From an optimization exercise on the open Yosys and OpenROAD flow, aimed at small area, a short achievable clock period and few clock cycles; shortcuts taken in it are not production practice. Function was checked by simulation only, so behaviour that the tests miss may differ from the original. Power and IR drop assume default switching activity.

==> inputs of run a <==
==> flow/design.v <==
module dcache_eddie (
    input   logic           clk,
    input   logic           rst,
    input   logic   [31:0]  ufp_addr,
    input   logic   [3:0]   ufp_rmask,
    input   logic   [3:0]   ufp_wmask,
    output  logic   [31:0]  ufp_rdata,
    input   logic   [31:0]  ufp_wdata,
    output  logic           ufp_resp,
    output  logic   [31:0]  dfp_addr,
    output  logic           dfp_read,
    output  logic           dfp_write,
    input   logic   [255:0] dfp_rdata,
    output  logic   [255:0] dfp_wdata,
    input   logic           dfp_resp
);
    logic [255:0] data  [16];
    logic [24:0]  tag   [16];
    logic [15:0]  valid;
    logic [15:0]  dirty;
    logic [2:0]   plru  [4];
    logic st_idle, st_resp, st_wb, st_rd;
    logic [15:0]  lsel;          
    logic [1:0]   set_q;
    logic [24:0]  dtag_q;        
    logic [255:0] wb_q;          
    logic [31:0]  rdata_q;       
    logic [3:0]   set_oh;
    logic [15:0]  hit16, vict16;
    logic [3:0]   hitw, victw;
    logic         hit, need_wb;
    logic [3:0]   vway [4];
    logic [255:0] wline [4];     
    logic [31:0]  cand  [4];     
    logic [255:0] vline;
    logic [31:0]  hword;
    logic [24:0]  vtag;
    logic [24:0]  tset [4];      
    logic [3:0]   vset, dset;
    always_comb begin
        for (int s = 0; s < 4; s++) set_oh[s] = (ufp_addr[6:5] == s[1:0]);
        for (int s = 0; s < 4; s++) begin
            casez (plru[s])
                3'b?11:  vway[s] = 4'b0001;
                3'b?01:  vway[s] = 4'b0010;
                3'b1?0:  vway[s] = 4'b0100;
                default: vway[s] = 4'b1000;
            endcase
        end
        for (int w = 0; w < 4; w++) begin
            tset[w] = '0;
            vset[w] = 1'b0;
            dset[w] = 1'b0;
            for (int s = 0; s < 4; s++) begin
                tset[w] = tset[w] | ({25{set_oh[s]}} & tag[s*4+w]);
                vset[w] = vset[w] | (set_oh[s] & valid[s*4+w]);
                dset[w] = dset[w] | (set_oh[s] & dirty[s*4+w]);
            end
            hitw[w] = vset[w] & (tset[w] == ufp_addr[31:7]);
        end
        victw = '0;
        for (int s = 0; s < 4; s++) victw = victw | ({4{set_oh[s]}} & vway[s]);
        hit     = |hitw;
        need_wb = |(victw & vset & dset);
        vtag = '0;
        for (int w = 0; w < 4; w++) vtag = vtag | ({25{victw[w]}} & tset[w]);
        for (int l = 0; l < 16; l++) begin
            hit16[l]  = set_oh[l/4] & hitw[l%4];
            vict16[l] = set_oh[l/4] & victw[l%4];
        end
        for (int w = 0; w < 4; w++) begin
            wline[w] = '0;
            for (int s = 0; s < 4; s++) wline[w] = wline[w] | ({256{set_oh[s]}} & data[s*4+w]);
            cand[w] = wline[w][ufp_addr[4:2]*32 +: 32];
        end
        vline = '0;
        hword = '0;
        for (int w = 0; w < 4; w++) begin
            vline = vline | ({256{victw[w]}} & wline[w]);
            hword = hword | ({32{hitw[w]}} & cand[w]);
        end
    end
    wire req = (|ufp_rmask) | (|ufp_wmask);
    always_ff @(posedge clk) begin
        if (rst) begin
            st_idle <= 1'b1;
            st_resp <= 1'b0;
            st_wb   <= 1'b0;
            st_rd   <= 1'b0;
        end else begin
            st_idle <= (st_idle & ~req) | st_resp;
            st_resp <= (st_idle & req & hit) | (st_rd & dfp_resp);
            st_wb   <= (st_idle & req & ~hit & need_wb) | (st_wb & ~dfp_resp);
            st_rd   <= (st_idle & req & ~hit & ~need_wb) | (st_wb & dfp_resp)
                     | (st_rd & ~dfp_resp);
        end
    end
    always_ff @(posedge clk) begin
        if (st_idle) lsel <= hit ? hit16 : vict16;
    end
    always_ff @(posedge clk) begin
        set_q   <= ufp_addr[6:5];
        dtag_q  <= (need_wb & ~st_rd & ~(st_wb & dfp_resp)) ? vtag : ufp_addr[31:7];
        wb_q    <= vline;
        rdata_q <= st_rd ? dfp_rdata[ufp_addr[4:2]*32 +: 32] : hword;
    end
    assign ufp_resp  = st_resp;
    assign ufp_rdata = rdata_q;
    assign dfp_read  = st_rd;
    assign dfp_write = st_wb;
    assign dfp_wdata = wb_q;
    assign dfp_addr  = {dtag_q, set_q, 5'd0};
    wire          wr_hit = st_resp & (|ufp_wmask);
    wire [255:0]  wbus   = st_rd ? dfp_rdata : {8{ufp_wdata}};
    logic [31:0]  byte_en;
    always_comb begin
        for (int b = 0; b < 32; b++)
            byte_en[b] = st_rd | (wr_hit & (ufp_addr[4:2] == b[4:2]) & ufp_wmask[b%4]);
    end
    for (genvar l = 0; l < 16; l++) begin : g_line
        for (genvar b = 0; b < 32; b++) begin : g_byte
            always_ff @(posedge clk) begin
                if (lsel[l] & byte_en[b]) data[l][b*8 +: 8] <= wbus[b*8 +: 8];
            end
        end
        always_ff @(posedge clk) begin
            if (st_rd & lsel[l]) tag[l] <= ufp_addr[31:7];
        end
        always_ff @(posedge clk) begin
            if (rst) begin
                valid[l] <= 1'b0;
                dirty[l] <= 1'b0;
            end else if (lsel[l]) begin
                if (st_rd) begin
                    valid[l] <= 1'b1;
                    dirty[l] <= 1'b0;
                end else if (wr_hit) begin
                    dirty[l] <= 1'b1;
                end
            end
        end
    end
    for (genvar s = 0; s < 4; s++) begin : g_plru
        always_ff @(posedge clk) begin
            if (rst) begin
                plru[s] <= 3'b000;
            end else if (st_resp) begin
                if      (lsel[s*4+0]) plru[s] <= {plru[s][2], 2'b00};
                else if (lsel[s*4+1]) plru[s] <= {plru[s][2], 2'b10};
                else if (lsel[s*4+2]) plru[s] <= {1'b0, plru[s][1], 1'b1};
                else if (lsel[s*4+3]) plru[s] <= {1'b1, plru[s][1], 1'b1};
            end
        end
    end
endmodule
==> flow/flow/run.sh <==
#!/bin/bash
# The standard layout, with plain buffers (buf_4) on the ports instead of the
# delay-cell buffers buffer_ports picks by default. Each tool's output is in
# orfs/logs; the make output is in standard.log.
set -euo pipefail
export BUFFER_PORTS_ARGS="-buffer_cell sky130_fd_sc_hd__buf_4"
bash standard.sh > standard.log 2>&1
==> flow/standard.sh <==
#!/bin/bash
# synth_recipe.tcl (not shown) runs the flow's synth.tcl, then flattens the netlist and writes it again
# the make line also repeats each setting of config.mk as NAME=value (left out here)
make -C /OpenROAD-flow-scripts/flow DESIGN_CONFIG=/design/flow/config.mk WORK_HOME=/design/flow/orfs CLKGATE_MAP_FILE= SYNTH_SCRIPT=/design/flow/synth_recipe.tcl "${@:-finish}"
==> flow/config.mk <==
export PLATFORM = sky130hd
export DESIGN_NAME = dcache_eddie
export DESIGN_NICKNAME = dcache_eddie
export VERILOG_FILES = /design/flow/design.v
export SDC_FILE = /design/flow/constraint.sdc
export NUM_CORES = 4
export LEC_CHECK = 0
export CAP_MARGIN = 30
export CORE_MARGIN = 2
export CORE_UTILIZATION = 35
export PLACE_DENSITY = 0.5
export SLEW_MARGIN = 45
export SYNTH_MEMORY_MAX_BITS = 16384
==> flow/constraint.sdc <==
create_clock -name core_clock -period 12.0 [get_ports {clk}]
set_input_delay 2.4000 -clock core_clock [delete_from_list [all_inputs] [get_ports {clk}]]
set_output_delay 2.4000 -clock core_clock [all_outputs]
set_load 0.01 [all_outputs]
==> run b: changes against run a <==
==> flow/design.v (replaced) <==
module dcache_eddie (
    input   logic           clk,
    input   logic           rst,
    input   logic   [31:0]  ufp_addr,
    input   logic   [3:0]   ufp_rmask,
    input   logic   [3:0]   ufp_wmask,
    output  logic   [31:0]  ufp_rdata,
    input   logic   [31:0]  ufp_wdata,
    output  logic           ufp_resp,
    output  logic   [31:0]  dfp_addr,
    output  logic           dfp_read,
    output  logic           dfp_write,
    input   logic   [255:0] dfp_rdata,
    output  logic   [255:0] dfp_wdata,
    input   logic           dfp_resp
);
    logic [255:0] data  [16];
    logic [24:0]  tag   [16];
    logic [15:0]  valid;
    logic [15:0]  dirty;
    logic [2:0]   plru  [4];
    logic st_idle, st_resp, st_wb, st_rd;
    logic [15:0] lsel;           
    logic [31:2] addr_q;
    logic [31:0] wdata_q;
    logic [3:0]  wmask_q;
    logic [31:0] wbe_q;          
    logic [3:0]  set_oh;
    logic [15:0] hit16, vict16;
    logic        hit, need_wb;
    logic [3:0]  vway [4];
    always_comb begin
        for (int s = 0; s < 4; s++) set_oh[s] = (ufp_addr[6:5] == s[1:0]);
        for (int s = 0; s < 4; s++) begin
            vway[s] = 4'b0000;
            casez (plru[s])
                3'b?11: vway[s] = 4'b0001;
                3'b?01: vway[s] = 4'b0010;
                3'b1?0: vway[s] = 4'b0100;
                default: vway[s] = 4'b1000;
            endcase
        end
        for (int l = 0; l < 16; l++) begin
            hit16[l]  = set_oh[l/4] & valid[l] & (tag[l] == ufp_addr[31:7]);
            vict16[l] = set_oh[l/4] & vway[l/4][l%4];
        end
        hit     = |hit16;
        need_wb = |(vict16 & valid & dirty);
    end
    wire req = (|ufp_rmask) | (|ufp_wmask);
    always_ff @(posedge clk) begin
        if (rst) begin
            st_idle <= 1'b1;
            st_resp <= 1'b0;
            st_wb   <= 1'b0;
            st_rd   <= 1'b0;
        end else begin
            st_idle <= (st_idle & ~req) | st_resp;
            st_resp <= (st_idle & req & hit) | (st_rd & dfp_resp);
            st_wb   <= (st_idle & req & ~hit & need_wb) | (st_wb & ~dfp_resp);
            st_rd   <= (st_idle & req & ~hit & ~need_wb) | (st_wb & dfp_resp)
                     | (st_rd & ~dfp_resp);
        end
    end
    always_ff @(posedge clk) begin
        if (st_idle) lsel <= hit ? hit16 : vict16;
    end
    always_ff @(posedge clk) begin
        addr_q  <= ufp_addr[31:2];
        wdata_q <= ufp_wdata;
        wmask_q <= ufp_wmask;
        for (int w = 0; w < 8; w++)
            wbe_q[w*4 +: 4] <= (ufp_addr[4:2] == w[2:0]) ? ufp_wmask : 4'b0000;
    end
    logic [255:0] rline;
    logic [24:0]  rtag;
    always_comb begin
        rline = '0;
        rtag  = '0;
        for (int l = 0; l < 16; l++) begin
            rline = rline | ({256{lsel[l]}} & data[l]);
            rtag  = rtag  | ({25{lsel[l]}}  & tag[l]);
        end
    end
    assign ufp_resp  = st_resp;
    assign ufp_rdata = rline[addr_q[4:2]*32 +: 32];
    assign dfp_read  = st_rd;
    assign dfp_write = st_wb;
    assign dfp_wdata = rline;
    assign dfp_addr  = {(st_wb ? rtag : addr_q[31:7]), addr_q[6:5], 5'd0};
    wire          wr_hit = st_resp & (|wmask_q);
    wire [255:0]  wbus   = st_rd ? dfp_rdata : {8{wdata_q}};
    logic [31:0]  byte_en;
    always_comb begin
        for (int b = 0; b < 32; b++) byte_en[b] = st_rd | (wr_hit & wbe_q[b]);
    end
    for (genvar l = 0; l < 16; l++) begin : g_line
        for (genvar b = 0; b < 32; b++) begin : g_byte
            always_ff @(posedge clk) begin
                if (lsel[l] & byte_en[b]) data[l][b*8 +: 8] <= wbus[b*8 +: 8];
            end
        end
        always_ff @(posedge clk) begin
            if (st_rd & lsel[l]) tag[l] <= addr_q[31:7];
        end
        always_ff @(posedge clk) begin
            if (rst) begin
                valid[l] <= 1'b0;
                dirty[l] <= 1'b0;
            end else if (lsel[l]) begin
                if (st_rd) begin
                    valid[l] <= 1'b1;
                    dirty[l] <= 1'b0;
                end else if (wr_hit) begin
                    dirty[l] <= 1'b1;
                end
            end
        end
    end
    for (genvar s = 0; s < 4; s++) begin : g_plru
        always_ff @(posedge clk) begin
            if (rst) begin
                plru[s] <= 3'b000;
            end else if (st_resp) begin
                if      (lsel[s*4+0]) plru[s] <= {plru[s][2], 2'b00};
                else if (lsel[s*4+1]) plru[s] <= {plru[s][2], 2'b10};
                else if (lsel[s*4+2]) plru[s] <= {1'b0, plru[s][1], 1'b1};
                else if (lsel[s*4+3]) plru[s] <= {1'b1, plru[s][1], 1'b1};
            end
        end
    end
endmodule
==> flow/run.sh (new file) <==
#!/bin/bash
# synth_recipe.tcl (not shown) runs the flow's synth.tcl, then flattens the netlist and writes it again
# the make line also repeats each setting of config.mk as NAME=value (left out here)
make -C /OpenROAD-flow-scripts/flow DESIGN_CONFIG=/design/flow/config.mk WORK_HOME=/design/flow/orfs CLKGATE_MAP_FILE= SYNTH_SCRIPT=/design/flow/synth_recipe.tcl finish
removed: flow/flow/run.sh
removed: flow/standard.sh
==> run c: changes against run a <==
==> flow/flow/run.sh (replaced) <==
#!/bin/bash
# The standard layout (standard.sh), with these changes to how it is made:
# - plain buffers (buf_4) on the ports instead of the delay-cell buffers that
#   buffer_ports picks by default;
# - clock tree: clkbuf_8 buffers, sink clusters of at most 16 within 50 um, no dummy loads;
# - extra antenna repair after detailed routing (flow/antenna.tcl).
# Each tool's output is in orfs/logs; the make output is in standard.log.
set -euo pipefail
export BUFFER_PORTS_ARGS="-buffer_cell sky130_fd_sc_hd__buf_4"
export SETUP_SLACK_MARGIN=7.8
export CTS_ARGS="-sink_clustering_enable -repair_clock_nets -dont_use_dummy_load -sink_clustering_size 16 -sink_clustering_max_diameter 50 -buf_list sky130_fd_sc_hd__clkbuf_8"
export POST_DETAIL_ROUTE_TCL="$(pwd)/flow/antenna.tcl"
bash standard.sh > standard.log 2>&1
==> flow/flow/antenna.tcl (new file) <==
# Sourced after ORFS's detailed route and its own antenna-repair loop: if
# antenna violations are left, repair them again with a ratio margin and
# congestion allowed, and re-run the detailed router, up to 3 times.
set extra_antenna_iters 0
while { [check_antennas] && $extra_antenna_iters < 3 } {
  repair_antennas -ratio_margin 20 -allow_congestion
  detailed_route {*}$::all_args
  incr extra_antenna_iters
}
--- a/flow/config.mk
+++ b/flow/config.mk
@@ -8,6 +8,6 @@
 export CAP_MARGIN = 30
 export CORE_MARGIN = 2
-export CORE_UTILIZATION = 35
-export PLACE_DENSITY = 0.5
+export CORE_UTILIZATION = 50
+export PLACE_DENSITY = 0.6
 export SLEW_MARGIN = 45
 export SYNTH_MEMORY_MAX_BITS = 16384
==> summary.txt <==
Run a finished but fails on antenna violations. Run b passed the timing, design-rule and antenna checks. Run c finished clean. Against run c, the maximum frequency of run a is lower by 32%. Worst hold slack, lowest first: run a, run c, run b. The highest worst setup slack belongs to run c, the lowest to run b. Against run b, the synthesized cell count of run a is higher by about 7%. Cell count: run a is larger than run b (about 9%). Clock power: run c < run b < run a. Utilization: run a is lower than run c (16 points). In run c the register-to-register slack is worse than in run b, by 220 ps. Of run a and run c, run a has the higher critical path depth (gap 3). Combinational power, lowest first: run b, run a, run c.
==> figures <==
Comb pwr: run a 5.16 mW; run b 3.32 mW; run c 5.53 mW
Slew at the pin closest to its max-slew limit: run a 1020 ps; run b 968 ps; run c 917 ps
Hold Slack: run a 479 ps; run b 506 ps; run c 479 ps
Number of buffers added by the clock tree synthesis step: run a 542; run b 484; run c 522
Post-CTS repair timing setup buffer count: run a 0; run b 0; run c 62
Post-Place Worst Slack: run a 4410 ps; run b 5190 ps; run c 4560 ps
Reg-to-reg slack, setup: run a 7300 ps; run b 8010 ps; run c 7790 ps
Detailed Route WL: run a 849 mm; run b 706 mm; run c 818 mm
Power share of the clock group: run a 0.399; run b 0.399; run c 0.269
Post-synthesis compound-gate area fraction: run a 0.0491; run b 0.108; run c 0.0491
Launch instance of the worst register-to-register path: run a tag[13][6]; run b st_rd; run c st_rd
M2 GR Usage: run a 0.433; run b 0.410; run c 0.584
Destination of the worst hold path: run a valid[0]; run b valid[3]; run c valid[1]
Post-route antenna net violation count: run a 1; run b 0; run c 0
Synth Cell Area: run a 0.199 sq mm; run b 0.177 sq mm; run c 0.199 sq mm
Count of TritonRoute iterations in the first routing pass: run a 7; run b 8; run c 7
Final worst-path cycle share: run a 0.556; run b 0.672; run c 0.380
Data required time at the worst endpoint: run a 12930 ps; run b 9600 ps; run c 13120 ps
Result of the run: run a complete, but fails checks; run b no timing/DRC/antenna violations; run c no timing/DRC/antenna violations
Reasons for failing layout checks: run a antenna violations; run b -; run c -
Weighted congestion at the end of routability-driven global placement: run a 1.08; run b 0.939; run c 1.05
Combinational power share: run a 0.122; run b 0.089; run c 0.158
Testbench counts of run a, summed over its fixed seeds: cycles 123,656.
Testbench counts of run b, summed over its fixed seeds: cycles 123,656.
Testbench counts of run c, summed over its fixed seeds: cycles 123,656.

-- port drivers added, routing unchanged --
The flow's constraints put no driver on any port. The routed layouts listed below were extracted and timed again, unchanged, in two steps. Step 1 assumes that a clkbuf_16 drives the clock port and a buf_2 every other input. Step 2 also shifts input and output timing later by t, the mid clock arrival at the registers, as if the neighbouring blocks saw the same clock. Slacks: ideal ports / drivers / drivers and shift; pairs: ideal ports / drivers.
run	t (ns)	setup slack, ns	hold slack, ns	worst setup path at the end
run a	1.224	5.325 / 5.382 / 4.157	0.479 / 0.479 / 0.479	input to register
run b	1.163	3.937 / 3.812 / 4.975	0.506 / 0.506 / 0.506	register to output
run c	1.348	7.438 / 7.128 / 5.781	0.479 / 0.479 / 0.479	input to register
For run c, which loses most, drivers alone change the setup slack by -0.310 ns; drivers and shift together by -1.657 ns.
